From an optimization exercise on the open Yosys and OpenROAD flow, aimed at small area; shortcuts taken in it are not production practice.
At most, simulation tests tie the RTL to the original design; equivalence was not proved.
For run 1, only the layout was checked, not whether the RTL still works.
No run shown here takes its clock network from TritonCTS; it comes from the design's own scripts or RTL.
The flow treats the clock pin as an ideal source. Dropping or thinning the clock tree relies on that and would not hold on a real chip.
Power is estimated from default activity; no workload was simulated.

===== config.mk =====
export PLATFORM = sky130hd
export DESIGN_NAME = Top_Module
export DESIGN_NICKNAME = Top_Module
export VERILOG_FILES = /design/flow/design.v
export SDC_FILE = /design/flow/constraint.sdc
export NUM_CORES = 4
export LEC_CHECK = 0
export ABC_AREA = 1
export CAP_MARGIN = 20
export CORE_MARGIN = 2
export CORE_UTILIZATION = 40
export PLACE_DENSITY = 0.6
export SLEW_MARGIN = 20

===== constraint.sdc =====
create_clock -name core_clock -period 10.0 [get_ports {clk}]
set_input_delay 2.0000 -clock core_clock [delete_from_list [all_inputs] [get_ports {clk}]]
set_output_delay 2.0000 -clock core_clock [all_outputs]
set_load 0.01 [all_outputs]

===== design.v =====
module Decoder_7_segment(
    input [3:0] in,
    output [6:0] seg
    );
    wire d3 = in[3], d2 = in[2], d1 = in[1], d0 = in[0];
    assign seg[0] = (d2 & d1 & d0) | (~d3 & ~d2 & ~d1);
    assign seg[1] = (~d2 & d1) | (d1 & d0) | (~d3 & ~d2 & d0);
    assign seg[2] = d0 | (d2 & ~d1);
    assign seg[3] = (d2 & ~d1 & ~d0) | (d2 & d1 & d0) | (~d3 & ~d2 & ~d1 & d0);
    assign seg[4] = ~d2 & d1 & ~d0;
    assign seg[5] = (~d3 & d2 & d1 & ~d0) | (d2 & ~d1 & d0);
    assign seg[6] = (d2 & ~d1 & ~d0) | (~d3 & ~d2 & ~d1 & d0);
endmodule
module Top_Module(
    input clk,
    input rst,   
    input sw,    
    input btnC,  
    input btnU,  
    input btnR,  
    output [6:0] seg,
    output [3:0] an,
    output [7:0] led
    );
    localparam [5:0]  Z_INV = 6'b000000;
    localparam [9:0]  Y_INV = 10'b0000000000;
    localparam [5:0]  B_INV = 6'b000000;          
    localparam [13:0] C_INV = 14'b00000000000000;
    localparam [19:0] T_INV = 20'b00000000000000000000;  
    localparam [3:0]  D_INV = 4'b0000;
    reg [5:0] z_r;
    reg [9:0] y_r;
    wire [5:0] z = z_r ^ Z_INV;
    wire [9:0] y = y_r ^ Y_INV;
    localparam [9:0] Y_RESET = 10'b0101100000;    
    wire y_last  = (y == 10'b0010110000);         
    wire y_first = (y == 10'b1011000000);         
    wire rise = y_last  & (z[1:0] == 2'b01);
    wire pulse = y_first & (z[1:0] == 2'b11);
    always @(posedge clk)
        if (rst) begin
            z_r <= 6'd56 ^ Z_INV;
            y_r <= Y_RESET ^ Y_INV;
        end else begin
            z_r <= {z[5] ^ (&z[4:0]), z[4] ^ (&z[3:0]), z[3] ^ (&z[2:0]),
                    z[2] ^ (&z[1:0]), z[1] ^ z[0], ~z[0]} ^ Z_INV;
            y_r <= {y[8:0], ~(y[9] ^ y[6] ^ y_last)} ^ Y_INV;
        end
    reg [5:0] b_r;
    wire [5:0] b = b_r ^ B_INV;
    wire qc = b[5], dc = b[4], qu = b[3], du = b[2], qr = b[1], dr = b[0];
    always @(posedge clk)
        if (rst)
            b_r <= B_INV;
        else if (rise)
            b_r <= {btnC, btnC & ~qc, btnU, btnU & ~qu, btnR, btnR & ~qr} ^ B_INV;
    wire clr   = dc;
    wire minup = pulse & dr;
    wire hrup  = pulse & du;
    reg [13:0] c_r;
    wire [13:0] c = c_r ^ C_INV;
    localparam [13:0] C_RESET = 14'b00010101000000;   
    wire c_last = (c == 14'b00001010100000);          
    wire run  = sw & ~clr & ~minup & ~hrup;
    wire tick = run & c_last;
    always @(posedge clk)
        if (rst)
            c_r <= C_RESET ^ C_INV;
        else if (run)
            c_r <= {c[12:0], ~(c[13] ^ c[12] ^ c_last)} ^ C_INV;
    reg [19:0] t_r;
    wire [19:0] t = t_r ^ T_INV;
    wire [1:0] h2 = t[19:18];
    wire [3:0] h1 = t[17:14];
    wire [2:0] m2 = t[13:11];
    wire [3:0] m1 = t[10:7];
    wire [2:0] s2 = t[6:4];
    wire [3:0] s1 = t[3:0];
    wire s1_9 = s1[3] & s1[0];
    wire s59  = s1_9 & s2[2] & s2[0];
    wire m1_9 = m1[3] & m1[0];
    wire m59  = m1_9 & m2[2] & m2[0];
    wire h1_9 = h1[3] & h1[0];
    wire h23  = h2[1] & h1[1] & h1[0];
    wire minc = minup | (tick & s59);
    wire hinc = (hrup & ~minup) | (tick & s59 & m59);
    function [3:0] bcd10_t(input [3:0] q);
        bcd10_t = {q[0] & (q[3] | (q[2] & q[1])), q[0] & q[1], q[0] & ~q[3], 1'b1};
    endfunction
    function [2:0] bcd6_t(input [2:0] q);
        bcd6_t = {q[0] & (q[1] | q[2]), q[0] & ~q[2], 1'b1};
    endfunction
    wire e_s2 = tick & s1_9;
    wire e_m2 = minc & m1_9;
    wire [3:0] s1_n = s1 ^ ({4{tick}} & bcd10_t(s1));
    wire [2:0] s2_n = s2 ^ ({3{e_s2}} & bcd6_t(s2));
    wire [3:0] m1_n = m1 ^ ({4{minc}} & bcd10_t(m1));
    wire [2:0] m2_n = m2 ^ ({3{e_m2}} & bcd6_t(m2));
    wire [3:0] h1_t = bcd10_t(h1) & {1'b1, ~h2[1], 2'b11};
    wire [3:0] h1_n = h1 ^ ({4{hinc}} & h1_t);
    wire [1:0] h2_n = {(h2[1] & ~(hinc & h23)) | (hinc & h1_9 & h2[0]),
                       h2[0] ^ (hinc & h1_9)};
    always @(posedge clk)
        if (rst | clr)
            t_r <= T_INV;
        else
            t_r <= {h2_n, h1_n, m2_n, m1_n, s2_n, s1_n} ^ T_INV;
    assign led = {1'b0, s2, s1};
    reg [3:0] d_r;
    wire [3:0] d = d_r ^ D_INV;
    reg [3:0] d_n;
    always @(*)
        case (z[5:4])
        2'd3: d_n = {2'b00, h2};
        2'd0: d_n = h1;
        2'd1: d_n = {1'b0, m2};
        default: d_n = m1;
        endcase
    always @(posedge clk)
        if (rst)
            d_r <= 4'd14 ^ D_INV;
        else if (z[3:0] == 4'hf)
            d_r <= d_n ^ D_INV;
    wire blank = d[3] & d[2];
    assign an = blank ? 4'b0000 : ~(4'b1000 >> z[5:4]);
    Decoder_7_segment dec (.in(d), .seg(seg));
endmodule

===== flow/run.sh =====
#!/bin/bash
# Own layout flow: ORFS's standard flow (standard.sh), with
#  - synthesis keeping the smallest of several ABC area mappings (flow/synth.tcl),
#  - port buffers of the smallest buffer cell,
#  - a two-stage inverter clock tree, the second stage driving clusters of registers, in place of
#    ORFS's CTS (flow/cts.tcl).
set -euo pipefail
W=$(pwd)
export MY_ABC_DIR=$W/flow
SYN="SYNTH_SCRIPT=$W/flow/synth.tcl"
PORTS="BUFFER_PORTS_ARGS=-buffer_cell sky130_fd_sc_hd__buf_1"
bash standard.sh "$SYN" synth > "$W/run_synth.log" 2>&1
bash standard.sh "$SYN" "$PORTS" place > "$W/run_place.log" 2>&1
export RES=$W/orfs/results/$FLOW_PLATFORM/Top_Module/base
export CLK_NET=clk CLK_ROOT=${CLK_ROOT:-sky130_fd_sc_hd__inv_2} CLK_BUF=${CLK_BUF:-sky130_fd_sc_hd__inv_12} CLK_K=${CLK_K:-2}
openroad -no_init -exit "$W/flow/cts.tcl" > "$W/run_cts.log" 2>&1
bash standard.sh "$SYN" "$PORTS" finish > "$W/run_finish.log" 2>&1

===== flow/abc07.script =====
strash
&get -n
&st
&synch2
&if -m -a -K 6
&mfs
&st
&dch
&nf -R 1000
&put
topo

===== flow/abc09.script =====
strash
balance -l
resub -K 6 -l
rewrite -l
resub -K 6 -N 2 -l
refactor -l
resub -K 8 -l
balance -l
resub -K 8 -N 2 -l
rewrite -l
resub -K 10 -l
rewrite -z -l
resub -K 10 -N 2 -l
balance -l
resub -K 12 -l
refactor -z -l
resub -K 12 -N 2 -l
rewrite -z -l
balance -l
balance -l
resub -K 6 -l
rewrite -l
resub -K 6 -N 2 -l
refactor -l
resub -K 8 -l
balance -l
resub -K 8 -N 2 -l
rewrite -l
resub -K 10 -l
rewrite -z -l
resub -K 10 -N 2 -l
balance -l
resub -K 12 -l
refactor -z -l
resub -K 12 -N 2 -l
rewrite -z -l
balance -l
dch -f
amap
mfs2
strash
dch -f
map -a
mfs2
strash
dch -f
amap
topo

===== flow/abc1.script =====
strash
&get -n
&fraig -x
&put
dch -f
map -a
mfs2
strash
dch -f
map -a
topo

===== flow/abc10.script =====
strash
dc2
dch -f
map -a
mfs2
strash
dc2
dch -f
map -a
topo

===== flow/abc11.script =====
strash
&get -n
&st
&dc2
&dch -f
&put
map -a
mfs2 -a
strash
dch -f
map -a
topo

===== flow/abc12.script =====
strash
balance
rewrite
refactor
balance
rewrite
rewrite -z
balance
refactor -z
rewrite -z
balance
balance -l
resub -K 6 -l
rewrite -l
resub -K 6 -N 2 -l
refactor -l
resub -K 8 -l
balance -l
resub -K 8 -N 2 -l
rewrite -l
resub -K 10 -l
rewrite -z -l
resub -K 10 -N 2 -l
balance -l
resub -K 12 -l
refactor -z -l
resub -K 12 -N 2 -l
rewrite -z -l
balance -l
dch -f
map -a
strash
balance -l
resub -K 6 -l
rewrite -l
resub -K 6 -N 2 -l
refactor -l
resub -K 8 -l
balance -l
resub -K 8 -N 2 -l
rewrite -l
resub -K 10 -l
rewrite -z -l
resub -K 10 -N 2 -l
balance -l
resub -K 12 -l
refactor -z -l
resub -K 12 -N 2 -l
rewrite -z -l
balance -l
dch -f
map -a
mfs2
strash
dch -f
map -a
topo

===== flow/abc13.script =====
strash
ifraig
balance -l
resub -K 6 -l
rewrite -l
resub -K 6 -N 2 -l
refactor -l
resub -K 8 -l
balance -l
resub -K 8 -N 2 -l
rewrite -l
resub -K 10 -l
rewrite -z -l
resub -K 10 -N 2 -l
balance -l
resub -K 12 -l
refactor -z -l
resub -K 12 -N 2 -l
rewrite -z -l
balance -l
dch -f
map -a
mfs2
strash
balance -l
resub -K 6 -l
rewrite -l
resub -K 6 -N 2 -l
refactor -l
resub -K 8 -l
balance -l
resub -K 8 -N 2 -l
rewrite -l
resub -K 10 -l
rewrite -z -l
resub -K 10 -N 2 -l
balance -l
resub -K 12 -l
refactor -z -l
resub -K 12 -N 2 -l
rewrite -z -l
balance -l
dch -f
map -a
topo

===== flow/abc14.script =====
strash
&get -n
&st
&syn2
&dch
&put
amap
mfs2
strash
&get -n
&st
&syn3
&dch -f
&put
map -a
topo

===== flow/abc15.script =====
strash
&get -n
&st
&dch
&nf -p -a
&put
mfs2
strash
dch -f
map -a
topo

===== flow/abc16.script =====
strash
balance
rewrite
refactor
balance
rewrite
rewrite -z
balance
refactor -z
rewrite -z
balance
balance
rewrite
refactor
balance
rewrite
rewrite -z
balance
refactor -z
rewrite -z
balance
dch -f
map -a
mfs2
strash
dch -f
map -a
mfs2
strash
dch -f
map -a
topo

===== flow/abc2.script =====
strash
balance
rewrite
refactor
balance
rewrite
rewrite -z
balance
refactor -z
rewrite -z
balance
dch -f
map -a
mfs2
strash
dch -f
map -a
topo

===== flow/abc3.script =====
strash
balance -l
resub -K 6 -l
rewrite -l
resub -K 6 -N 2 -l
refactor -l
resub -K 8 -l
balance -l
resub -K 8 -N 2 -l
rewrite -l
resub -K 10 -l
rewrite -z -l
resub -K 10 -N 2 -l
balance -l
resub -K 12 -l
refactor -z -l
resub -K 12 -N 2 -l
rewrite -z -l
balance -l
dch -f
map -a
mfs2
strash
balance -l
resub -K 6 -l
rewrite -l
resub -K 6 -N 2 -l
refactor -l
resub -K 8 -l
balance -l
resub -K 8 -N 2 -l
rewrite -l
resub -K 10 -l
rewrite -z -l
resub -K 10 -N 2 -l
balance -l
resub -K 12 -l
refactor -z -l
resub -K 12 -N 2 -l
rewrite -z -l
balance -l
dch -f
map -a
topo

===== flow/abc4.script =====
strash
&get -n
&fraig -x
&put
balance -l
resub -K 6 -l
rewrite -l
resub -K 6 -N 2 -l
refactor -l
resub -K 8 -l
balance -l
resub -K 8 -N 2 -l
rewrite -l
resub -K 10 -l
rewrite -z -l
resub -K 10 -N 2 -l
balance -l
resub -K 12 -l
refactor -z -l
resub -K 12 -N 2 -l
rewrite -z -l
balance -l
balance -l
resub -K 6 -l
rewrite -l
resub -K 6 -N 2 -l
refactor -l
resub -K 8 -l
balance -l
resub -K 8 -N 2 -l
rewrite -l
resub -K 10 -l
rewrite -z -l
resub -K 10 -N 2 -l
balance -l
resub -K 12 -l
refactor -z -l
resub -K 12 -N 2 -l
rewrite -z -l
balance -l
dch -f
map -a
mfs2
strash
dch -f
map -a
mfs2
strash
dch -f
map -a
topo

===== flow/abc5.script =====
strash
balance -l
resub -K 6 -l
rewrite -l
resub -K 6 -N 2 -l
refactor -l
resub -K 8 -l
balance -l
resub -K 8 -N 2 -l
rewrite -l
resub -K 10 -l
rewrite -z -l
resub -K 10 -N 2 -l
balance -l
resub -K 12 -l
refactor -z -l
resub -K 12 -N 2 -l
rewrite -z -l
balance -l
dch -f
amap
mfs2
strash
dch -f
map -a
topo

===== flow/abc6.script =====
strash
dch -f
amap
topo

===== flow/cts.tcl =====
# Clock distribution for a small design: the clock port drives one inverter
# (CLK_ROOT), which drives CLK_K inverters (CLK_BUF); each of those drives one
# cluster of registers (k-means on the placed register positions) and is
# placed at its cluster's centre.
# Replaces ORFS's CTS step: reads 3_place.odb, writes 4_1_cts.odb and 4_cts.sdc.
set R $::env(RES)
set P $::env(FLOW_HOME)/platforms/$::env(FLOW_PLATFORM)
read_liberty $P/lib/sky130_fd_sc_hd__tt_025C_1v80.lib
read_db $R/3_place.odb
read_sdc $R/3_place.sdc
source $P/setRC.tcl

set block [ord::get_db_block]
set dbu [$block getDbUnitsPerMicron]
set K $::env(CLK_K)
set pins {}
foreach it [[$block findNet $::env(CLK_NET)] getITerms] {
  set inst [$it getInst]
  set bb [$inst getBBox]
  lappend pins [list "[$inst getName]/[[$it getMTerm] getName]" \
    [expr {([$bb xMin] + [$bb xMax]) / 2.0 / $dbu}] \
    [expr {([$bb yMin] + [$bb yMax]) / 2.0 / $dbu}]]
}
set n [llength $pins]
# k-means, seeded with sinks spread along x
set sorted [lsort -real -index 1 $pins]
set cents {}
for {set k 0} {$k < $K} {incr k} {
  set p [lindex $sorted [expr {int(($k + 0.5) * $n / $K)}]]
  lappend cents [list [lindex $p 1] [lindex $p 2]]
}
for {set iter 0} {$iter < 50} {incr iter} {
  set groups {}
  for {set k 0} {$k < $K} {incr k} { lappend groups {} }
  foreach p $pins {
    set best 0; set bd 1e30
    for {set k 0} {$k < $K} {incr k} {
      set c [lindex $cents $k]
      set d [expr {abs([lindex $p 1] - [lindex $c 0]) + abs([lindex $p 2] - [lindex $c 1])}]
      if {$d < $bd} { set bd $d; set best $k }
    }
    lset groups $best [concat [lindex $groups $best] [list $p]]
  }
  set cents {}
  foreach g $groups {
    set sx 0.0; set sy 0.0
    foreach p $g { set sx [expr {$sx + [lindex $p 1]}]; set sy [expr {$sy + [lindex $p 2]}] }
    set m [llength $g]
    if {$m == 0} { set m 1 }
    lappend cents [list [expr {$sx / $m}] [expr {$sy / $m}]]
  }
}
# two inverting stages: the port drives one small inverter, which drives one
# larger inverter per cluster; the registers see the clock's own polarity.
set db [ord::get_db]
set clk_net [$block findNet $::env(CLK_NET)]
set cx 0.0; set cy 0.0
foreach c $cents { set cx [expr {$cx + [lindex $c 0] / $K}]; set cy [expr {$cy + [lindex $c 1] / $K}] }
set root [odb::dbInst_create $block [$db findMaster $::env(CLK_ROOT)] clkinv_root]
set root_net [odb::dbNet_create $block clknet_root]
$root_net setSigType CLOCK
[$root findITerm A] connect $clk_net
[$root findITerm Y] connect $root_net
$root setLocation [expr {int($cx * $dbu)}] [expr {int($cy * $dbu)}]
$root setPlacementStatus PLACED
for {set k 0} {$k < $K} {incr k} {
  set g [lindex $groups $k]
  if {[llength $g] == 0} { continue }
  set c [lindex $cents $k]
  set inv [odb::dbInst_create $block [$db findMaster $::env(CLK_BUF)] clkinv_$k]
  set net [odb::dbNet_create $block clknet_$k]
  $net setSigType CLOCK
  [$inv findITerm A] connect $root_net
  [$inv findITerm Y] connect $net
  $inv setLocation [expr {int([lindex $c 0] * $dbu)}] [expr {int([lindex $c 1] * $dbu)}]
  $inv setPlacementStatus PLACED
  foreach p $g {
    set it [$block findITerm [lindex $p 0]]
    $it disconnect
    $it connect $net
  }
  puts "clock inverter $k: [llength $g] sinks at ($c)"
}
detailed_placement
check_placement -verbose
set_propagated_clock [all_clocks]
estimate_parasitics -placement
report_clock_skew
report_checks -path_delay min
report_checks -path_delay max
write_db $R/4_1_cts.odb
unset_propagated_clock [all_clocks]
write_sdc -no_timestamp $R/4_cts.sdc

===== flow/synth.tcl =====
# The standard synthesis script (synth_recipe.tcl), with one change: the
# combinational mapping (ABC) runs each of the area scripts flow/abc*.script
# and keeps the smallest result. Flip-flops are mapped before ABC runs, so the
# registers are the standard synthesis's.
proc synth {args} { yosys synth -nofsm -noshare {*}$args }
proc design_area {lib_args} {
  set s [tee -q -s result.string stat {*}$lib_args]
  if {[regexp {Chip area for module '[^']*': ([0-9.]+)} $s -> a]} { return $a }
  return 1e30
}
proc abc {args} {
  set i [lsearch -exact $args -script]
  if { $i < 0 } { yosys abc {*}$args; return }
  set lib_args {}
  foreach {k v} $args { if {$k eq "-liberty"} { lappend lib_args -liberty $v } }
  set scripts [lsort [glob $::env(MY_ABC_DIR)/abc*.script]]
  design -save before_abc
  set best ""; set best_area 1e30
  foreach s $scripts {
    design -load before_abc
    lset args [expr {$i + 1}] $s
    yosys abc {*}$args
    yosys opt_clean
    # a result with unmapped cells is not usable
    set unmapped [tee -q -s result.string select -count t:\$*]
    if {[regexp {([0-9]+) objects} $unmapped -> nu] && $nu > 0} {
      puts "ABC script $s: $nu unmapped cells, skipped"
      continue
    }
    set a [design_area $lib_args]
    puts "ABC script $s: area $a"
    if {$a < $best_area} { set best_area $a; set best $s }
  }
  puts "ABC: using $best (area $best_area)"
  design -load before_abc
  lset args [expr {$i + 1}] $best
  yosys abc {*}$args
}
source $::env(SCRIPTS_DIR)/synth.tcl
# left out here: clear keep_hierarchy, flatten, clean up, hide names made inside functions, write 1_2_yosys.v

===== standard.sh =====
#!/bin/bash
# synth_recipe.tcl (not shown) runs the flow's synth.tcl, then flattens the netlist and writes it again
# the make line also repeats each setting of config.mk as NAME=value (left out here)
make -C /OpenROAD-flow-scripts/flow DESIGN_CONFIG=/design/flow/config.mk WORK_HOME=/design/flow/orfs CLKGATE_MAP_FILE= SYNTH_SCRIPT=/design/flow/synth_recipe.tcl "${@:-finish}"

==> metrics.md, run 1 <==
| Metric | Value |
|---|---|
| Clk_skew | `0.00920 ns` |
| Gate Count Post-Synth | `275` |
| Finish-stage setup viols | `0` |
| Total chip power | `360 uW` |
| Sw frac | `26.2%` |
| Worst Hold Depth | `2` |
| Drt wl/cell | `11.3 um` |
| Initial drt markers | `77` |
| DIE HEIGHT | `81.4 um` |
| Largest area contributor in the netlist | `dfxtp_1` |
| Min-Delay Path Class | `reg2reg` |
| Worst EP arrival | `3.87 ns` |
| Origin of the critical flop-to-flop path | `y_r[1]` |
| Max-slew headroom | `54.2%` |
| Register area share after synthesis | `50.2%` |
| Post-layout nets | `315` |
| Minimum clock period | `3.70 ns` |
| Slew Limit Fails | `0` |
| Fraction of registers with async set/reset | `0%` |
| Synth Area in Adders | `3.13%` |
| Setup TNS | `0 ns` |
| I/O pin count | `25` |
| Power per cell area | `138 mW/mm^2` |
| Router iterations before antenna repair | `5` |
| Most frequent cells after synthesis | `dfxtp_1, nor2_1, a21oi_1` |
| Worst R2R Setup Slack | `6.71 ns` |
| Met2 track demand over resource | `23.1%` |
| Mux cell area share after synthesis | `2.30%` |
| I/O Buffers | `23` |
| Number of synthesized flops with an enable pin | `0` |
| Yosys warnings | `1` |
| Leakage | `0.943 nW` |
| Largest family of logic cells by synthesized area | `simple AND/OR/NAND/NOR gates` |
| Max-cap check violation count | `0` |
| Clock-pin transition on the worst setup and hold timing paths | `0.11 ns` |
| Initial antenna violation count | `0` |
| Avg Inst Size Synth | `8.71 um^2` |
| Final wirelength | `4260 um` |
| Reg-to-Reg End | `t_r[15]` |
| Critical path class | `in2reg` |
| Skew-Pair Late Insertion Delay | `0.24 ns` |
| Grt ovf | `0` |
| Fin crit share | `37.0%` |
| Share of the synthesized area in the top cell type | `50.2%` |
| Vias in the first global route | `1655` |
| Post-Synth Simple-Gate Area | `28.8%` |
| Most common cell in the synthesized netlist | `dfxtp_1` |
| CP Capture Type | `register` |
| GR Util All Layers | `13.0%` |
| Final Hold Viols | `0` |
| Hold worst-path end | `c_r[10]` |
| Met1 GRT Util | `17.7%` |
| Final antenna-violating net count | `0` |
| Unrepaired setup endpoints after global routing | `no` |
| Worst R2R Path Depth | `11` |
| Synth Cell Area | `0.00239 mm^2` |
| # DRC | `0` |
| Die Area | `0.00662 mm^2` |
| XOR/XNOR Fraction of Synth Area | `1.83%` |
| Switching pwr | `94.2 uW` |
| Comb pwr share | `5.4%` |
| Via count | `1888` |
| Crit path max fanout | `15` |
| Layout area overhead | `9.04%` |
| Std cell rows | `28` |
| Critical path data required time | `10.16 ns` |
| CP startpoint kind | `primary input` |
| Hold Path Origin | `c_r[10]` |
| Worst hold slack | `0.456 ns` |
| CORE AREA | `0.00585 mm^2` |
| FMAX | `270 MHz` |
| Int Pwr | `265 uW` |
| Synth area leaders | `dfxtp_1, nor2_1, a21oi_1, nand2_1, nor3_1` |
| Ant diodes | `0` |
| Syn nets | `287` |
| Post-synth cell types | `35` |
| Slew at the pin with the worst max-slew slack | `0.687 ns` |
| Largest net degree at the start of global routing | `42` |
| Die X | `81.4 um` |
| Seq cells post-synth | `60` |
| Most Used Layer, Global Route | `met2` |
| Status | `complete, no violations` |
| Filler cell count | `625` |
| Sequential share of power | `70.0%` |
| Global-route wire length before repair | `7210 um` |
| GP Congestion | `0.724` |
| Share of layout cells above drive strength 1 | `1.99%` |
| Clk pwr share | `24.6%` |
| DR vias/cell | `5.02` |
| Starting density of the core | `40.9%` |
| IR drop worst, VDD | `0.0000882 V` |
| Synth Area in Compound Gates | `11.9%` |
| Post-DP HPWL | `3040 um` |
| Met3 track utilization from global routing | `1.22%` |
| Main synth FF type | `dfxtp_1` |
==> area by class of cell <==
| cell class | instances | area [um^2] | area share [%] |
|---|---|---|---|
| inverter | 12 | 70.1 | 2.68 |
| timing repair buffer | 24 | 93.8 | 3.59 |
| multi-input combinational | 205 | 1150 | 44.1 |
| tap | 75 | 93.8 | 3.59 |
| sequential | 60 | 1200 | 46.0 |
==> per-layer routing <==
layer | routed length, um | up-vias
li1 | - | 1011
met1 | 2190 | 854
met2 | 1910 | 21
met3 | 134 | 2
met4 | 25 | 0
met5 | 0 | -
==> power groups by stage <==
| stage | clock [mW] | combinational [mW] | sequential, mW |
|---|---|---|---|
| after global routing | 0.102 | 0.0232 | 0.253 |
| final | 0.0883 | 0.0196 | 0.252 |
| after global placement | 0 | 0.0196 | 0.257 |
| after detailed placement | 0 | 0.0199 | 0.257 |
| after floorplan | 0 | 0.0138 | 0.256 |
==> metrics by stage <==
stage | worst slack (ns) | cells | utilization, % | instance area (um^2)
2_1_floorplan | 6.41 | 275 | - | 2390
3_3_place_gp | 6.07 | 373 | 44.0 | 2570
3_5_place_dp | 6.01 | 373 | 44.0 | 2570
5_1_grt | 6.06 | 376 | 44.6 | 2610
6_report | 6.30 | 376 | 44.6 | 2610
==> registers in the layout, indices dropped and copies added (netlist names) <==
signal	cells
z_r	6
d_r	4
t_r	20
y_r	10
c_r	14
b_r	6
==> cells by family (layout without fill, tap and decap cells) <==
family	Yosys count	in the layout
buffers and inverters	10	36
other	1	1
flip-flops	60	60
adder cells (fa/ha/maj)	6	6
AND/OR/NAND/NOR	140	140
AO/OA/AOI/OAI	50	50
XOR/XNOR	5	5
multiplexers	3	3
==> worst max-delay path, stage by stage <==
cell	delay (ns)
buf_1	0.08
and3b_1	0.48
and3_1	0.41
nand4_1	0.13
nand2_1	0.11
and2_0	0.22
and3_1	0.20
nor2_1	0.04
nor3b_1	0.18
==> how the worst max path moves through the flow <==
stage	start	endpoint	slack [ns]	depth (start not counted)
final	sw	t_r[10]	6.30	9
after global routing	sw	t_r[15]	6.06	8
after detailed placement	sw	t_r[15]	6.01	8
after global placement	sw	t_r[15]	6.07	8
after floorplan	sw	t_r[15]	6.41	7
==> cells in the final DEF (no fill, tap or decap), types with 2 or more instances in the layout <==
cell       n
dfxtp_1   60
nor2_1    45
a21oi_1   29
nand2_1   28
buf_1     23
nor3_1    17
nor2b_1   12
o21ai_0   10
clkinv_1   9
ha_1       6
or2_0      5
nor3b_1    5
nand3_1    4
nand3b_1   4
and3_1     4
a211oi_1   4
nor4_1     3
xor2_1     3
a22oi_1    2
nand2b_1   2
a22o_1     2
nand4b_1   2
and2_0     2
xnor2_1    2
or3_1      2
mux4_2     2
inv_12     2
==> run 2: changes to the inputs <==
--- a/design.v
+++ b/design.v
@@ -22,19 +22,22 @@
     output [3:0] an,
     output [7:0] led
     );
-    localparam [5:0]  Z_INV = 6'b000000;
+    localparam [5:0]  Z_INV = 6'b000010;
     localparam [9:0]  Y_INV = 10'b0000000000;
     localparam [5:0]  B_INV = 6'b000000;          
     localparam [13:0] C_INV = 14'b00000000000000;
     localparam [19:0] T_INV = 20'b00000000000000000000;  
-    localparam [3:0]  D_INV = 4'b0000;
+    localparam [3:0]  D_INV = 4'b0001;
+    localparam [1:0]  PARTIAL = 2'b11;             
     reg [5:0] z_r;
     reg [9:0] y_r;
     wire [5:0] z = z_r ^ Z_INV;
     wire [9:0] y = y_r ^ Y_INV;
     localparam [9:0] Y_RESET = 10'b0101100000;    
-    wire y_last  = (y == 10'b0010110000);         
-    wire y_first = (y == 10'b1011000000);         
+    wire y_last  = PARTIAL[0] ? ({y[8:6], y[4:0]} == 8'b01010000)   
+                              : (y == 10'b0010110000);
+    wire y_first = PARTIAL[0] ? (y[8:0] == 9'b011000000)            
+                              : (y == 10'b1011000000);
     wire rise = y_last  & (z[1:0] == 2'b01);
     wire pulse = y_first & (z[1:0] == 2'b11);
     always @(posedge clk)
@@ -42,8 +45,7 @@
             z_r <= 6'd56 ^ Z_INV;
             y_r <= Y_RESET ^ Y_INV;
         end else begin
-            z_r <= {z[5] ^ (&z[4:0]), z[4] ^ (&z[3:0]), z[3] ^ (&z[2:0]),
-                    z[2] ^ (&z[1:0]), z[1] ^ z[0], ~z[0]} ^ Z_INV;
+            z_r <= (z + 1'b1) ^ Z_INV;
             y_r <= {y[8:0], ~(y[9] ^ y[6] ^ y_last)} ^ Y_INV;
         end
     reg [5:0] b_r;
@@ -60,7 +62,8 @@
     reg [13:0] c_r;
     wire [13:0] c = c_r ^ C_INV;
     localparam [13:0] C_RESET = 14'b00010101000000;   
-    wire c_last = (c == 14'b00001010100000);          
+    wire c_last = PARTIAL[1] ? ({c[12:11], c[9:0]} == 12'b001010100000)
+                             : (c == 14'b00001010100000);
     wire run  = sw & ~clr & ~minup & ~hrup;
     wire tick = run & c_last;
     always @(posedge clk)
--- a/flow/run.sh
+++ b/flow/run.sh
@@ -6,7 +6,8 @@
 #    ORFS's CTS (flow/cts.tcl).
 set -euo pipefail
 W=$(pwd)
-export MY_ABC_DIR=$W/flow
+export MY_ABC_LIST=$W/flow/abc_scripts.txt MY_ABC_TMP=$W/abc_tmp
+mkdir -p "$MY_ABC_TMP"
 SYN="SYNTH_SCRIPT=$W/flow/synth.tcl"
 PORTS="BUFFER_PORTS_ARGS=-buffer_cell sky130_fd_sc_hd__buf_1"
 bash standard.sh "$SYN" synth > "$W/run_synth.log" 2>&1
==> flow/abc_scripts.txt (new file) <==
strash;&get -n;&st;&synch2;&if -m -a -K 6;&mfs;&st;&dch;&nf -R 1000;&put;topo
strash;balance -l;resub -K 6 -l;rewrite -l;resub -K 6 -N 2 -l;refactor -l;resub -K 8 -l;balance -l;resub -K 8 -N 2 -l;rewrite -l;resub -K 10 -l;rewrite -z -l;resub -K 10 -N 2 -l;balance -l;resub -K 12 -l;refactor -z -l;resub -K 12 -N 2 -l;rewrite -z -l;balance -l;balance -l;resub -K 6 -l;rewrite -l;resub -K 6 -N 2 -l;refactor -l;resub -K 8 -l;balance -l;resub -K 8 -N 2 -l;rewrite -l;resub -K 10 -l;rewrite -z -l;resub -K 10 -N 2 -l;balance -l;resub -K 12 -l;refactor -z -l;resub -K 12 -N 2 -l;rewrite -z -l;balance -l;dch -f;amap;mfs2;strash;dch -f;map -a;mfs2;strash;dch -f;amap;topo
strash;&get -n;&fraig -x;&put;dch -f;map -a;mfs2;strash;dch -f;map -a;topo
strash;dc2;dch -f;map -a;mfs2;strash;dc2;dch -f;map -a;topo
strash;&get -n;&st;&dc2;&dch -f;&put;map -a;mfs2 -a;strash;dch -f;map -a;topo
strash;balance;rewrite;refactor;balance;rewrite;rewrite -z;balance;refactor -z;rewrite -z;balance;balance -l;resub -K 6 -l;rewrite -l;resub -K 6 -N 2 -l;refactor -l;resub -K 8 -l;balance -l;resub -K 8 -N 2 -l;rewrite -l;resub -K 10 -l;rewrite -z -l;resub -K 10 -N 2 -l;balance -l;resub -K 12 -l;refactor -z -l;resub -K 12 -N 2 -l;rewrite -z -l;balance -l;dch -f;map -a;strash;balance -l;resub -K 6 -l;rewrite -l;resub -K 6 -N 2 -l;refactor -l;resub -K 8 -l;balance -l;resub -K 8 -N 2 -l;rewrite -l;resub -K 10 -l;rewrite -z -l;resub -K 10 -N 2 -l;balance -l;resub -K 12 -l;refactor -z -l;resub -K 12 -N 2 -l;rewrite -z -l;balance -l;dch -f;map -a;mfs2;strash;dch -f;map -a;topo
strash;ifraig;balance -l;resub -K 6 -l;rewrite -l;resub -K 6 -N 2 -l;refactor -l;resub -K 8 -l;balance -l;resub -K 8 -N 2 -l;rewrite -l;resub -K 10 -l;rewrite -z -l;resub -K 10 -N 2 -l;balance -l;resub -K 12 -l;refactor -z -l;resub -K 12 -N 2 -l;rewrite -z -l;balance -l;dch -f;map -a;mfs2;strash;balance -l;resub -K 6 -l;rewrite -l;resub -K 6 -N 2 -l;refactor -l;resub -K 8 -l;balance -l;resub -K 8 -N 2 -l;rewrite -l;resub -K 10 -l;rewrite -z -l;resub -K 10 -N 2 -l;balance -l;resub -K 12 -l;refactor -z -l;resub -K 12 -N 2 -l;rewrite -z -l;balance -l;dch -f;map -a;topo
strash;&get -n;&st;&syn2;&dch;&put;amap;mfs2;strash;&get -n;&st;&syn3;&dch -f;&put;map -a;topo
strash;&get -n;&st;&dch;&nf -p -a;&put;mfs2;strash;dch -f;map -a;topo
strash;balance;rewrite;refactor;balance;rewrite;rewrite -z;balance;refactor -z;rewrite -z;balance;balance;rewrite;refactor;balance;rewrite;rewrite -z;balance;refactor -z;rewrite -z;balance;dch -f;map -a;mfs2;strash;dch -f;map -a;mfs2;strash;dch -f;map -a;topo
strash;balance;rewrite;refactor;balance;rewrite;rewrite -z;balance;refactor -z;rewrite -z;balance;dch -f;map -a;mfs2;strash;dch -f;map -a;topo
strash;balance -l;resub -K 6 -l;rewrite -l;resub -K 6 -N 2 -l;refactor -l;resub -K 8 -l;balance -l;resub -K 8 -N 2 -l;rewrite -l;resub -K 10 -l;rewrite -z -l;resub -K 10 -N 2 -l;balance -l;resub -K 12 -l;refactor -z -l;resub -K 12 -N 2 -l;rewrite -z -l;balance -l;dch -f;map -a;mfs2;strash;balance -l;resub -K 6 -l;rewrite -l;resub -K 6 -N 2 -l;refactor -l;resub -K 8 -l;balance -l;resub -K 8 -N 2 -l;rewrite -l;resub -K 10 -l;rewrite -z -l;resub -K 10 -N 2 -l;balance -l;resub -K 12 -l;refactor -z -l;resub -K 12 -N 2 -l;rewrite -z -l;balance -l;dch -f;map -a;topo
strash;&get -n;&fraig -x;&put;balance -l;resub -K 6 -l;rewrite -l;resub -K 6 -N 2 -l;refactor -l;resub -K 8 -l;balance -l;resub -K 8 -N 2 -l;rewrite -l;resub -K 10 -l;rewrite -z -l;resub -K 10 -N 2 -l;balance -l;resub -K 12 -l;refactor -z -l;resub -K 12 -N 2 -l;rewrite -z -l;balance -l;balance -l;resub -K 6 -l;rewrite -l;resub -K 6 -N 2 -l;refactor -l;resub -K 8 -l;balance -l;resub -K 8 -N 2 -l;rewrite -l;resub -K 10 -l;rewrite -z -l;resub -K 10 -N 2 -l;balance -l;resub -K 12 -l;refactor -z -l;resub -K 12 -N 2 -l;rewrite -z -l;balance -l;dch -f;map -a;mfs2;strash;dch -f;map -a;mfs2;strash;dch -f;map -a;topo
strash;balance -l;resub -K 6 -l;rewrite -l;resub -K 6 -N 2 -l;refactor -l;resub -K 8 -l;balance -l;resub -K 8 -N 2 -l;rewrite -l;resub -K 10 -l;rewrite -z -l;resub -K 10 -N 2 -l;balance -l;resub -K 12 -l;refactor -z -l;resub -K 12 -N 2 -l;rewrite -z -l;balance -l;dch -f;amap;mfs2;strash;dch -f;map -a;topo
strash;dch -f;amap;topo
strash;balance -l;resub -K 6 -l;rewrite -l;resub -K 6 -N 2 -l;refactor -l;resub -K 8 -l;balance -l;resub -K 8 -N 2 -l;rewrite -l;resub -K 10 -l;rewrite -z -l;resub -K 10 -N 2 -l;balance -l;resub -K 12 -l;refactor -z -l;resub -K 12 -N 2 -l;rewrite -z -l;balance -l;dch -f;amap;mfs2;strash;dch -f;map -a;mfs2;strash;dch -f;amap;mfs2;strash;dch -f;amap;topo
strash;balance -l;resub -K 6 -l;rewrite -l;resub -K 6 -N 2 -l;refactor -l;resub -K 8 -l;balance -l;resub -K 8 -N 2 -l;rewrite -l;resub -K 10 -l;rewrite -z -l;resub -K 10 -N 2 -l;balance -l;resub -K 12 -l;refactor -z -l;resub -K 12 -N 2 -l;rewrite -z -l;balance -l;dch -f;amap;mfs2;strash;dch -f;amap;mfs2;strash;dch -f;map -a;mfs2;strash;dch -f;amap;topo
strash;balance -l;resub -K 6 -l;rewrite -l;resub -K 6 -N 2 -l;refactor -l;resub -K 8 -l;balance -l;resub -K 8 -N 2 -l;rewrite -l;resub -K 10 -l;rewrite -z -l;resub -K 10 -N 2 -l;balance -l;resub -K 12 -l;refactor -z -l;resub -K 12 -N 2 -l;rewrite -z -l;balance -l;dch -f;amap;mfs2;strash;dch -f;map -a;mfs2;strash;dch -f;amap;mfs2;strash;dch -f;map -a;mfs2;strash;dch -f;amap;topo
strash;ifraig;balance -l;resub -K 6 -l;rewrite -l;resub -K 6 -N 2 -l;refactor -l;resub -K 8 -l;balance -l;resub -K 8 -N 2 -l;rewrite -l;resub -K 10 -l;rewrite -z -l;resub -K 10 -N 2 -l;balance -l;resub -K 12 -l;refactor -z -l;resub -K 12 -N 2 -l;rewrite -z -l;balance -l;balance -l;resub -K 6 -l;rewrite -l;resub -K 6 -N 2 -l;refactor -l;resub -K 8 -l;balance -l;resub -K 8 -N 2 -l;rewrite -l;resub -K 10 -l;rewrite -z -l;resub -K 10 -N 2 -l;balance -l;resub -K 12 -l;refactor -z -l;resub -K 12 -N 2 -l;rewrite -z -l;balance -l;dch -f;amap;mfs2;strash;dch -f;map -a;mfs2;strash;dch -f;amap;mfs2;strash;dch -f;map -a;mfs2;strash;dch -f;amap;topo
strash;ifraig;balance -l;resub -K 6 -l;rewrite -l;resub -K 6 -N 2 -l;refactor -l;resub -K 8 -l;balance -l;resub -K 8 -N 2 -l;rewrite -l;resub -K 10 -l;rewrite -z -l;resub -K 10 -N 2 -l;balance -l;resub -K 12 -l;refactor -z -l;resub -K 12 -N 2 -l;rewrite -z -l;balance -l;balance -l;resub -K 6 -l;rewrite -l;resub -K 6 -N 2 -l;refactor -l;resub -K 8 -l;balance -l;resub -K 8 -N 2 -l;rewrite -l;resub -K 10 -l;rewrite -z -l;resub -K 10 -N 2 -l;balance -l;resub -K 12 -l;refactor -z -l;resub -K 12 -N 2 -l;rewrite -z -l;balance -l;dch -f;amap;mfs2;strash;dch -f;map -a;mfs2;strash;dch -f;amap;topo
strash;&get -n;&st;&syn2;&put;balance -l;resub -K 6 -l;rewrite -l;resub -K 6 -N 2 -l;refactor -l;resub -K 8 -l;balance -l;resub -K 8 -N 2 -l;rewrite -l;resub -K 10 -l;rewrite -z -l;resub -K 10 -N 2 -l;balance -l;resub -K 12 -l;refactor -z -l;resub -K 12 -N 2 -l;rewrite -z -l;balance -l;dch -f;amap;mfs2;strash;dch -f;map -a;mfs2;strash;dch -f;amap;topo
strash;balance;rewrite;refactor;balance;rewrite;rewrite -z;balance;refactor -z;rewrite -z;balance;balance -l;resub -K 6 -l;rewrite -l;resub -K 6 -N 2 -l;refactor -l;resub -K 8 -l;balance -l;resub -K 8 -N 2 -l;rewrite -l;resub -K 10 -l;rewrite -z -l;resub -K 10 -N 2 -l;balance -l;resub -K 12 -l;refactor -z -l;resub -K 12 -N 2 -l;rewrite -z -l;balance -l;dch -f;amap;mfs2;strash;dch -f;map -a;mfs2;strash;dch -f;amap;topo
strash;balance;rewrite;refactor;balance;rewrite;rewrite -z;balance;refactor -z;rewrite -z;balance;balance -l;resub -K 6 -l;rewrite -l;resub -K 6 -N 2 -l;refactor -l;resub -K 8 -l;balance -l;resub -K 8 -N 2 -l;rewrite -l;resub -K 10 -l;rewrite -z -l;resub -K 10 -N 2 -l;balance -l;resub -K 12 -l;refactor -z -l;resub -K 12 -N 2 -l;rewrite -z -l;balance -l;dch -f;amap;mfs2;strash;dch -f;map -a;mfs2;strash;dch -f;amap;mfs2;strash;dch -f;amap;topo
strash;&get -n;&st;&syn2;&put;balance -l;resub -K 6 -l;rewrite -l;resub -K 6 -N 2 -l;refactor -l;resub -K 8 -l;balance -l;resub -K 8 -N 2 -l;rewrite -l;resub -K 10 -l;rewrite -z -l;resub -K 10 -N 2 -l;balance -l;resub -K 12 -l;refactor -z -l;resub -K 12 -N 2 -l;rewrite -z -l;balance -l;dch -f;amap;mfs2;strash;dch -f;map -a;mfs2;strash;dch -f;amap;mfs2;strash;dch -f;amap;topo
strash;ifraig;balance -l;resub -K 6 -l;rewrite -l;resub -K 6 -N 2 -l;refactor -l;resub -K 8 -l;balance -l;resub -K 8 -N 2 -l;rewrite -l;resub -K 10 -l;rewrite -z -l;resub -K 10 -N 2 -l;balance -l;resub -K 12 -l;refactor -z -l;resub -K 12 -N 2 -l;rewrite -z -l;balance -l;balance -l;resub -K 6 -l;rewrite -l;resub -K 6 -N 2 -l;refactor -l;resub -K 8 -l;balance -l;resub -K 8 -N 2 -l;rewrite -l;resub -K 10 -l;rewrite -z -l;resub -K 10 -N 2 -l;balance -l;resub -K 12 -l;refactor -z -l;resub -K 12 -N 2 -l;rewrite -z -l;balance -l;dch -f;amap;mfs2;strash;dch -f;map -a;mfs2;strash;dch -f;amap;mfs2;strash;dch -f;amap;topo
--- a/flow/synth.tcl
+++ b/flow/synth.tcl
@@ -1,6 +1,7 @@
 # The standard synthesis script (synth_recipe.tcl), with one change: the
-# combinational mapping (ABC) runs each of the area scripts flow/abc*.script
-# and keeps the smallest result. Flip-flops are mapped before ABC runs, so the
+# combinational mapping (ABC) runs each of the area scripts listed in
+# flow/abc_scripts.txt (one per line, commands separated by ';') and keeps the
+# smallest fully mapped result. Flip-flops are mapped before ABC runs, so the
 # registers are the standard synthesis's.
 proc synth {args} { yosys synth -nofsm -noshare {*}$args }
 proc design_area {lib_args} {
@@ -13,7 +14,19 @@
   if { $i < 0 } { yosys abc {*}$args; return }
   set lib_args {}
   foreach {k v} $args { if {$k eq "-liberty"} { lappend lib_args -liberty $v } }
-  set scripts [lsort [glob $::env(MY_ABC_DIR)/abc*.script]]
+  set scripts {}
+  set f [open $::env(MY_ABC_LIST) r]
+  set n 0
+  while {[gets $f line] >= 0} {
+    set line [string trim $line]
+    if {$line eq ""} { continue }
+    set path [file join $::env(MY_ABC_TMP) abc_[incr n].script]
+    set o [open $path w]
+    foreach c [split $line ";"] { puts $o [string trim $c] }
+    close $o
+    lappend scripts $path
+  }
+  close $f
   design -save before_abc
   set best ""; set best_area 1e30
   foreach s $scripts {
--- a/config.mk
+++ b/config.mk
@@ -6,8 +6,9 @@
 export NUM_CORES = 4
 export LEC_CHECK = 0
 export ABC_AREA = 1
-export CAP_MARGIN = 20
+export CAP_MARGIN = 0
 export CORE_MARGIN = 2
 export CORE_UTILIZATION = 40
+export GPL_TIMING_DRIVEN = 0
 export PLACE_DENSITY = 0.6
-export SLEW_MARGIN = 20
+export SLEW_MARGIN = 0
removed: flow/abc07.script
removed: flow/abc09.script
removed: flow/abc1.script
removed: flow/abc10.script
removed: flow/abc11.script
removed: flow/abc12.script
removed: flow/abc13.script
removed: flow/abc14.script
removed: flow/abc15.script
removed: flow/abc16.script
removed: flow/abc2.script
removed: flow/abc3.script
removed: flow/abc4.script
removed: flow/abc5.script
removed: flow/abc6.script
==> run 2 against run 1 <==
Still clean on timing, DRC and antenna. Highest routed layer unchanged. Die area decreased by 3.4%. Maximum frequency decreased by 16%. Utilization increased by 1.0 points. Synthesized cell count unchanged. Global-route usage increased by 0.87 points. Final cell count decreased by 0.53%. Register-to-register slack improved by 0.27 ns. Synthesized area decreased by 3.6%. Sequential cell count unchanged. First-iteration DRC count decreased by 1.3%. Clock skew increased by 0.0048 ns. Largest power group unchanged.
==> metrics.md, run 2 <==
| Metric | Value |
|---|---|
| Max-slew headroom | `20.9% (-33 points)` |
| Status | `complete, no violations` |
| FF+latch area | `0.00120 mm^2 (unchanged)` |
| Worst EP arrival | `4.54 ns (+0.67 ns)` |
| PnR worst setup slack | `5.58 ns (-0.712 ns)` |
| Drt wl/cell | `11.5 um (+1.6%)` |
| Syn nets | `284 (-1.0%)` |
| DP Cell Count | `371 (-0.54%)` |
| Synth Cell Area | `0.00231 mm^2 (-3.6%)` |
| Router iterations before antenna repair | `5 (unchanged)` |
| Hold Path Origin | `y_r[1]` |
| I/O Buffers | `23 (unchanged)` |
| Number of synthesized flops with an enable pin | `0 (unchanged)` |
| Die Area | `0.00640 mm^2 (-3.4%)` |
| Crit path max fanout | `28 (+13)` |
| Worst R2R Path Depth | `14 (+3)` |
| Setup TNS | `0 ns (unchanged)` |
| Finish-stage setup viols | `0 (unchanged)` |
| Final antenna-violating net count | `0 (unchanged)` |
| Vias in the first global route | `1720 (+3.9%)` |
| Worst hold slack | `0.426 ns (-0.0304 ns)` |
| Post-DP Area | `0.00249 mm^2 (-3.2%)` |
| I/O pin count | `25 (unchanged)` |
| Avg Inst Size Synth | `8.39 um^2 (-3.6%)` |
| Via count | `1911 (+1.2%)` |
| Filler cell count | `614 (-1.8%)` |
| FMAX | `226 MHz (-16%)` |
| IR drop worst, VDD | `0.0000844 V (-4.3%)` |
| Critical path class | `in2reg` |
| Fin crit share | `44.2% (+7.1 points)` |
| Global-route wire length before repair | `7520 um (+4.3%)` |
| Hold worst-path end | `y_r[2]` |
| Most frequent cells after synthesis | `dfxtp_1, nor2_1, clkinv_1` |
| Final wirelength | `4300 um (+1.1%)` |
| Synth area leaders | `dfxtp_1, nor2_1, a21oi_1, nor3_1, clkinv_1` |
| Fraction of registers with async set/reset | `0% (unchanged)` |
| Finished Layout Cells | `374 (-0.53%)` |
| Post-layout util | `45.6% (+1.0 points)` |
| DR vias/cell | `5.11 (+1.8%)` |
| Leakage | `0.898 nW (-4.8%)` |
| Largest net degree at the start of global routing | `32 (-24%)` |
| Min-Delay Path Class | `reg2reg` |
| CORE AREA | `0.00554 mm^2 (-5.3%)` |
| # DRC | `0 (unchanged)` |
| Commonest cells after routing, fill and taps aside | `dfxtp_1, nor2_1, clkinv_1` |
| Final Hold Viols | `0 (unchanged)` |
| Total chip power | `356 uW (-1.0%)` |
| Top Registers | `t_r x20, c_r x14, y_r x10` |
| Reg-to-Reg End | `t_r[18]` |
| Most common cell after layout, fill and taps aside | `dfxtp_1` |
| Max-cap check violation count | `0 (unchanged)` |
| Clock-pin transition on the worst setup and hold timing paths | `0.11 ns (about the same)` |
| Yosys warnings | `1 (unchanged)` |
| Fin area | `0.00253 mm^2 (-3.2%)` |
| Clk_skew | `0.0140 ns (+0.00483 ns)` |
| Unrepaired setup endpoints after global routing | `no` |
| Layout area overhead | `9.54%` |
| Register area share after synthesis | `52.0% (+1.9 points)` |
| Post-layout nets | `313 (-0.63%)` |
| CP startpoint kind | `primary input` |
| Largest area contributor in the netlist | `dfxtp_1` |
| Most common cell in the synthesized netlist | `dfxtp_1` |
| Gate Count Post-Synth | `275 (unchanged)` |
| Ant diodes | `0 (unchanged)` |
| Power per cell area | `141 mW/mm^2 (+2.2%)` |
| Die X | `80.0 um (-1.7%)` |
| DIE HEIGHT | `80.0 um (-1.7%)` |
| Grt ovf | `0 (unchanged)` |
| Seq cells post-synth | `60 (unchanged)` |
| GP Congestion | `0.758 (+4.7%)` |
| Area of the multi-input gates | `0.00101 mm^2 (-13%)` |
| Biggest register | `t_r` |
| Origin of the critical flop-to-flop path | `z_r[0]` |
| Worst Hold Depth | `2 (unchanged)` |
| Share of the synthesized area in the top cell type | `52.0% (+1.9 points)` |
| Skew-Pair Late Insertion Delay | `0.25 ns (about the same)` |
| Slew at the pin with the worst max-slew slack | `1.19 ns (+0.500 ns)` |
| GR Util All Layers | `13.9% (+0.87 points)` |
| Initial drt markers | `76 (-1.3%)` |
| Post-synth cell types | `30 (-14%)` |
| Minimum clock period | `4.42 ns (+0.712 ns)` |
| Starting density of the core | `41.7% (+0.73 points)` |
| Critical path data required time | `10.12 ns (-0.04 ns)` |
| Largest register FFs | `20 (unchanged)` |
| Initial antenna violation count | `0 (unchanged)` |
| DP Worst Slack | `5.26 ns (-0.741 ns)` |
| Post-DP HPWL | `3120 um (+2.6%)` |
| Slew Limit Fails | `0 (unchanged)` |
| Std cell rows | `27 (-3.6%)` |
| Worst R2R Setup Slack | `6.98 ns (+0.27 ns)` |
| Share of layout cells above drive strength 1 | `1.66% (-0.34 points)` |
| Main synth FF type | `dfxtp_1` |
| CP Capture Type | `register` |
[run 2: cell types whose count changed after synthesis, moves of 7 or more]
cell and change:
clkinv_1 +16, nor2_1 +8, nand2_1 -10, a21oi_1 -7, a22oi_1 +8
[run 2: cell type report]
cell class                 instances  share of cell area [%]
sequential                        60                    47.5
multi-input combinational        189                    39.8
inverter                          28                    5.15
buffer                             1                   0.297
tap                               72                    3.56
timing repair buffer              24                    3.71
[run 2: kinds of logic after synthesis]
family / after synthesis / share of synthesized area [%]
buffers and inverters: 26 / 4.39
xor gates and xnor gates: 1 / 0.379
other: 1 / 0.162
and+or+nand+nor: 126 / 25.1
adders and majority gates: 3 / 1.63
DFF: 60 / 52.0
AOI/OAI and AO/OA: 58 / 16.3
[run 2: how the worst max path moves through the flow]
stage | endpoint | depth (start not counted) | startpoint
floorplan | t_r[18] | 11 | sw
global placement | t_r[18] | 12 | sw
detailed placement | t_r[6] | 4 | rst
global route | t_r[6] | 4 | rst
finish | t_r[6] | 4 | rst
[run 2: worst max-delay path, stage by stage]
cell      delay, ns
buf_1          0.85
clkinv_1       0.80
nand2_1        0.69
o22ai_1        0.18
[run 2: layer usage]
metal / GRT usage, % / part of all wire [%] / up-vias
met3: 1.24 / 2.9 / 2
met2: 24.0 / 47 / 22
met1: 19.5 / 49 / 872
met4: 1.02 / 0.53 / 0
li1: - / - / 1015
met5: 0 / 0 / -
[run 2: power breakdown]
part / internal [mW] / total (mW) / switching [mW]
clock: 0.0110 / 0.0894 / 0.0783
sequential: 0.245 / 0.249 / 0.00403
combinational: 0.00644 / 0.0175 / 0.0111
==> run 3: changes to the inputs <==
--- a/config.mk
+++ b/config.mk
@@ -6,9 +6,8 @@
 export NUM_CORES = 4
 export LEC_CHECK = 0
 export ABC_AREA = 1
-export CAP_MARGIN = 0
+export CAP_MARGIN = 20
 export CORE_MARGIN = 2
 export CORE_UTILIZATION = 40
-export GPL_TIMING_DRIVEN = 0
 export PLACE_DENSITY = 0.6
-export SLEW_MARGIN = 0
+export SLEW_MARGIN = 20
==> run 3 against run 2 <==
Still clean on timing, DRC and antenna. Wire length is 6.2% higher. Maximum frequency is 13% higher. Power is 0.41% higher. Sequential power hardly changed. Worst setup slack better by 0.51 ns. Register-to-register slack worse by 0.09 ns. Critical path depth is 9 higher. Largest cell class unchanged. Largest power group unchanged.
==> metrics.md, run 3 <==
| Metric | Value |
|---|---|
| Status | `complete, no violations` |
| Finish-stage setup viols | `0 (unchanged)` |
| Sequential share of power | `69.7% (-0.3 points)` |
| Number of synthesized flops with an enable pin | `0 (unchanged)` |
| Reg-to-Reg End | `t_r[18]` |
| Max-slew headroom | `60.0% (+39 points)` |
| Std cell rows | `27 (unchanged)` |
| Commonest cells after routing, fill and taps aside | `dfxtp_1, nor2_1, clkinv_1` |
| Fin area | `0.00253 mm^2 (unchanged)` |
| GR Util All Layers | `14.7% (+0.88 points)` |
| Comb pwr share | `4.9% (about the same)` |
| Seq cells post-synth | `60 (unchanged)` |
| Crit path from | `sw` |
| Slew at the pin with the worst max-slew slack | `0.598 ns (-0.589 ns)` |
| IR drop worst, VDD | `0.000130 V (+54%)` |
| Leakage | `0.898 nW (about the same)` |
| Die Area | `0.00640 mm^2 (unchanged)` |
| Initial drt markers | `83 (+9.2%)` |
| Critical Path End | `t_r[18]` |
| DP Worst Slack | `5.84 ns (+0.572 ns)` |
| Final Hold Viols | `0 (unchanged)` |
| Final antenna-violating net count | `0 (unchanged)` |
| I/O Buffers | `23 (unchanged)` |
| Post-DP HPWL | `3310 um (+6.1%)` |
| DIE HEIGHT | `80.0 um (unchanged)` |
| Post-DP Area | `0.00249 mm^2 (unchanged)` |
| Share of the synthesized area in the top cell type | `52.0% (unchanged)` |
| Main synth FF type | `dfxtp_1` |
| Ant diodes | `0 (unchanged)` |
| Origin of the critical flop-to-flop path | `z_r[0]` |
| Slew Limit Fails | `0 (unchanged)` |
| Initial antenna violation count | `0 (unchanged)` |
| FMAX | `256 MHz (+13%)` |
| Gate Count Post-Synth | `275 (unchanged)` |
| Min-Delay Path Class | `reg2reg` |
| Avg Inst Size Synth | `8.39 um^2 (unchanged)` |
| Worst EP arrival | `4.05 ns (-0.49 ns)` |
| Clk_skew | `0.00841 ns (-0.00563 ns)` |
| Most frequent cells after synthesis | `dfxtp_1, nor2_1, clkinv_1` |
| Worst R2R Path Depth | `15 (+1)` |
| Clk pwr share | `25.4% (+0.3 points)` |
| Synth area leaders | `dfxtp_1, nor2_1, a21oi_1, nor3_1, clkinv_1` |
| Most common cell in the synthesized netlist | `dfxtp_1` |
| Biggest register | `t_r` |
| Post-layout util | `45.6% (unchanged)` |
| Worst hold slack | `0.424 ns (-0.00205 ns)` |
| Filler cell count | `576 (-6.2%)` |
| CORE AREA | `0.00554 mm^2 (unchanged)` |
| Crit path max fanout | `18 (-36%)` |
| Router iterations before antenna repair | `4 (-1)` |
| Largest area contributor in the netlist | `dfxtp_1` |
| I/O pin count | `25 (unchanged)` |
| Worst R2R Setup Slack | `6.89 ns (-0.09 ns)` |
| Switching pwr | `94.9 uW (+1.5%)` |
| FF+latch area | `0.00120 mm^2 (unchanged)` |
| Via count | `1922 (+0.58%)` |
| Unrepaired setup endpoints after global routing | `no` |
| Synth Cell Area | `0.00231 mm^2 (unchanged)` |
| Yosys warnings | `1 (unchanged)` |
| Share of layout cells above drive strength 1 | `1.66% (unchanged)` |
| Most common cell after layout, fill and taps aside | `dfxtp_1` |
| Syn nets | `284 (unchanged)` |
| PnR worst setup slack | `6.09 ns (+0.508 ns)` |
| Critical path data required time | `10.14 ns (+0.02 ns)` |
| Fraction of registers with async set/reset | `0% (unchanged)` |
| Clock-pin transition on the worst setup and hold timing paths | `0.11 ns (about the same)` |
| Int Pwr | `263 uW (about the same)` |
| Largest net degree at the start of global routing | `32 (unchanged)` |
| Fin crit share | `39.1% (-5.1 points)` |
| Sw frac | `26.5% (+0.29 points)` |
| Area of the multi-input gates | `0.00101 mm^2 (unchanged)` |
| CP startpoint kind | `primary input` |
| Skew-Pair Late Insertion Delay | `0.24 ns (about the same)` |
| Top Registers | `t_r x20, c_r x14, y_r x10` |
| Grt ovf | `0 (unchanged)` |
| Max-cap check violation count | `0 (unchanged)` |
| Register area share after synthesis | `52.0% (unchanged)` |
| Layout area overhead | `9.54% (unchanged)` |
| Drt wl/cell | `12.2 um (+6.2%)` |
| DR vias/cell | `5.14 (+0.58%)` |
| Starting density of the core | `41.7% (unchanged)` |
| Post-synth cell types | `30 (unchanged)` |
| Final wirelength | `4570 um (+6.2%)` |
| GP Congestion | `0.790 (+4.2%)` |
| Setup TNS | `0 ns (unchanged)` |
| Die X | `80.0 um (unchanged)` |
| Vias in the first global route | `1746 (+1.5%)` |
| Post-layout nets | `313 (unchanged)` |
| Largest register FFs | `20 (unchanged)` |
| Power per cell area | `141 mW/mm^2 (+0.41%)` |
| Global-route wire length before repair | `7960 um (+5.8%)` |
| Minimum clock period | `3.91 ns (-0.508 ns)` |
| Critical path class | `in2reg` |
| CP Capture Type | `register` |
| # DRC | `0 (unchanged)` |
[run 3: cell counts after synthesis]
Identical to the previous run, type by type.
[run 3: area by class of cell]
type | count | area share [%]
Inverter | 28 | 5.15
Multi-Input combinational cell | 189 | 39.8
Sequential cell | 60 | 47.5
Tap cell | 72 | 3.56
Timing Repair Buffer | 25 | 4.01
[run 3: cells by family (layout without fill, tap and decap cells)]
logic type / count (synthesis) / count (layout) / synth area share, %
AO/OA/AOI/OAI: 58 / 58 / 16.3
AND/OR/NAND/NOR: 126 / 126 / 25.1
flip-flops: 60 / 60 / 52.0
buffers and inverters: 26 / 53 / 4.39
adder cells (fa/ha/maj): 3 / 3 / 1.63
XOR/XNOR: 1 / 1 / 0.379
other: 1 / 1 / 0.162
[run 3: worst max-delay path, cell delays in order]
cell and delay [ns]:
buf_1 0.07, nand2_1 0.05, nor2_1 0.07, o21ai_0 0.07, buf_4 0.20, nor2_1 0.20, nand4_1 0.20, nor3_1 0.21
a21oi_1 0.07, nor2b_1 0.25, nor2b_1 0.23, ha_1 0.25, and3_1 0.17
[run 3: worst min path at each step]
stage,from,endpoint,depth (start not counted)
2_1_floorplan,y_r[0],y_r[1],2
3_3_place_gp,y_r[1],y_r[2],2
3_5_place_dp,y_r[1],y_r[2],2
5_1_grt,y_r[1],y_r[2],2
6_report,y_r[1],y_r[2],2
[run 3: through the flow]
stage	total power, mW	cells
floorplan	0.265	275
global placement	0.272	371
detailed placement	0.272	371
global route	0.373	374
finish	0.357	374
[run 3: routing by layer]
| layer | vias to the layer above | GRT usage (%) | share of wire (%) |
|---|---|---|---|
| met2 | 30 | 25.8 | 46 |
| met3 | 2 | 1.24 | 3.8 |
| met4 | 0 | 1.36 | 0.55 |
| met1 | 871 | 20.4 | 50 |
| met5 | - | 0 | 0 |
| li1 | 1019 | - | - |
[run 3: power groups by stage]
stage	Sequential, mW	Combinational [mW]	Clock [mW]
after detailed placement	0.254	0.0178	0
after floorplan	0.253	0.0121	0
after global placement	0.254	0.0175	0
final	0.249	0.0176	0.0908
after global routing	0.250	0.0204	0.103

[re-timing with driven ports]
The flow's constraints put no driver on any port. The routed layouts listed below were extracted and timed again, unchanged, in two steps.
Step 1 assumes that a clkbuf_16 drives the clock port and a buf_2 every other input.
Step 2 moves the port delays by t, midway between the first and last clock arrival at a register: inputs arrive t later, outputs are due t later. That takes back most of the time a late clock gives input paths.
Slacks: ideal / step 1 / step 2; pairs: ideal / step 1.
run | t, ns | setup WS [ns] | clock arrival spread, ns | worst data-port slew with drivers (ns)
run 1 | 0.270 | 6.296 / 6.303 / 6.034 | 0.009 / 0.009 | 0.03
run 2 | 0.269 | 5.584 / 5.583 / 5.314 | 0.014 / 0.014 | 0.03
run 3 | 0.269 | 6.092 / 6.098 / 5.829 | 0.008 / 0.008 | 0.03
After both steps every run listed still meets setup and hold. For run 2, which loses most, drivers alone change the setup slack by -0.001 ns; drivers and shift together by -0.270 ns.
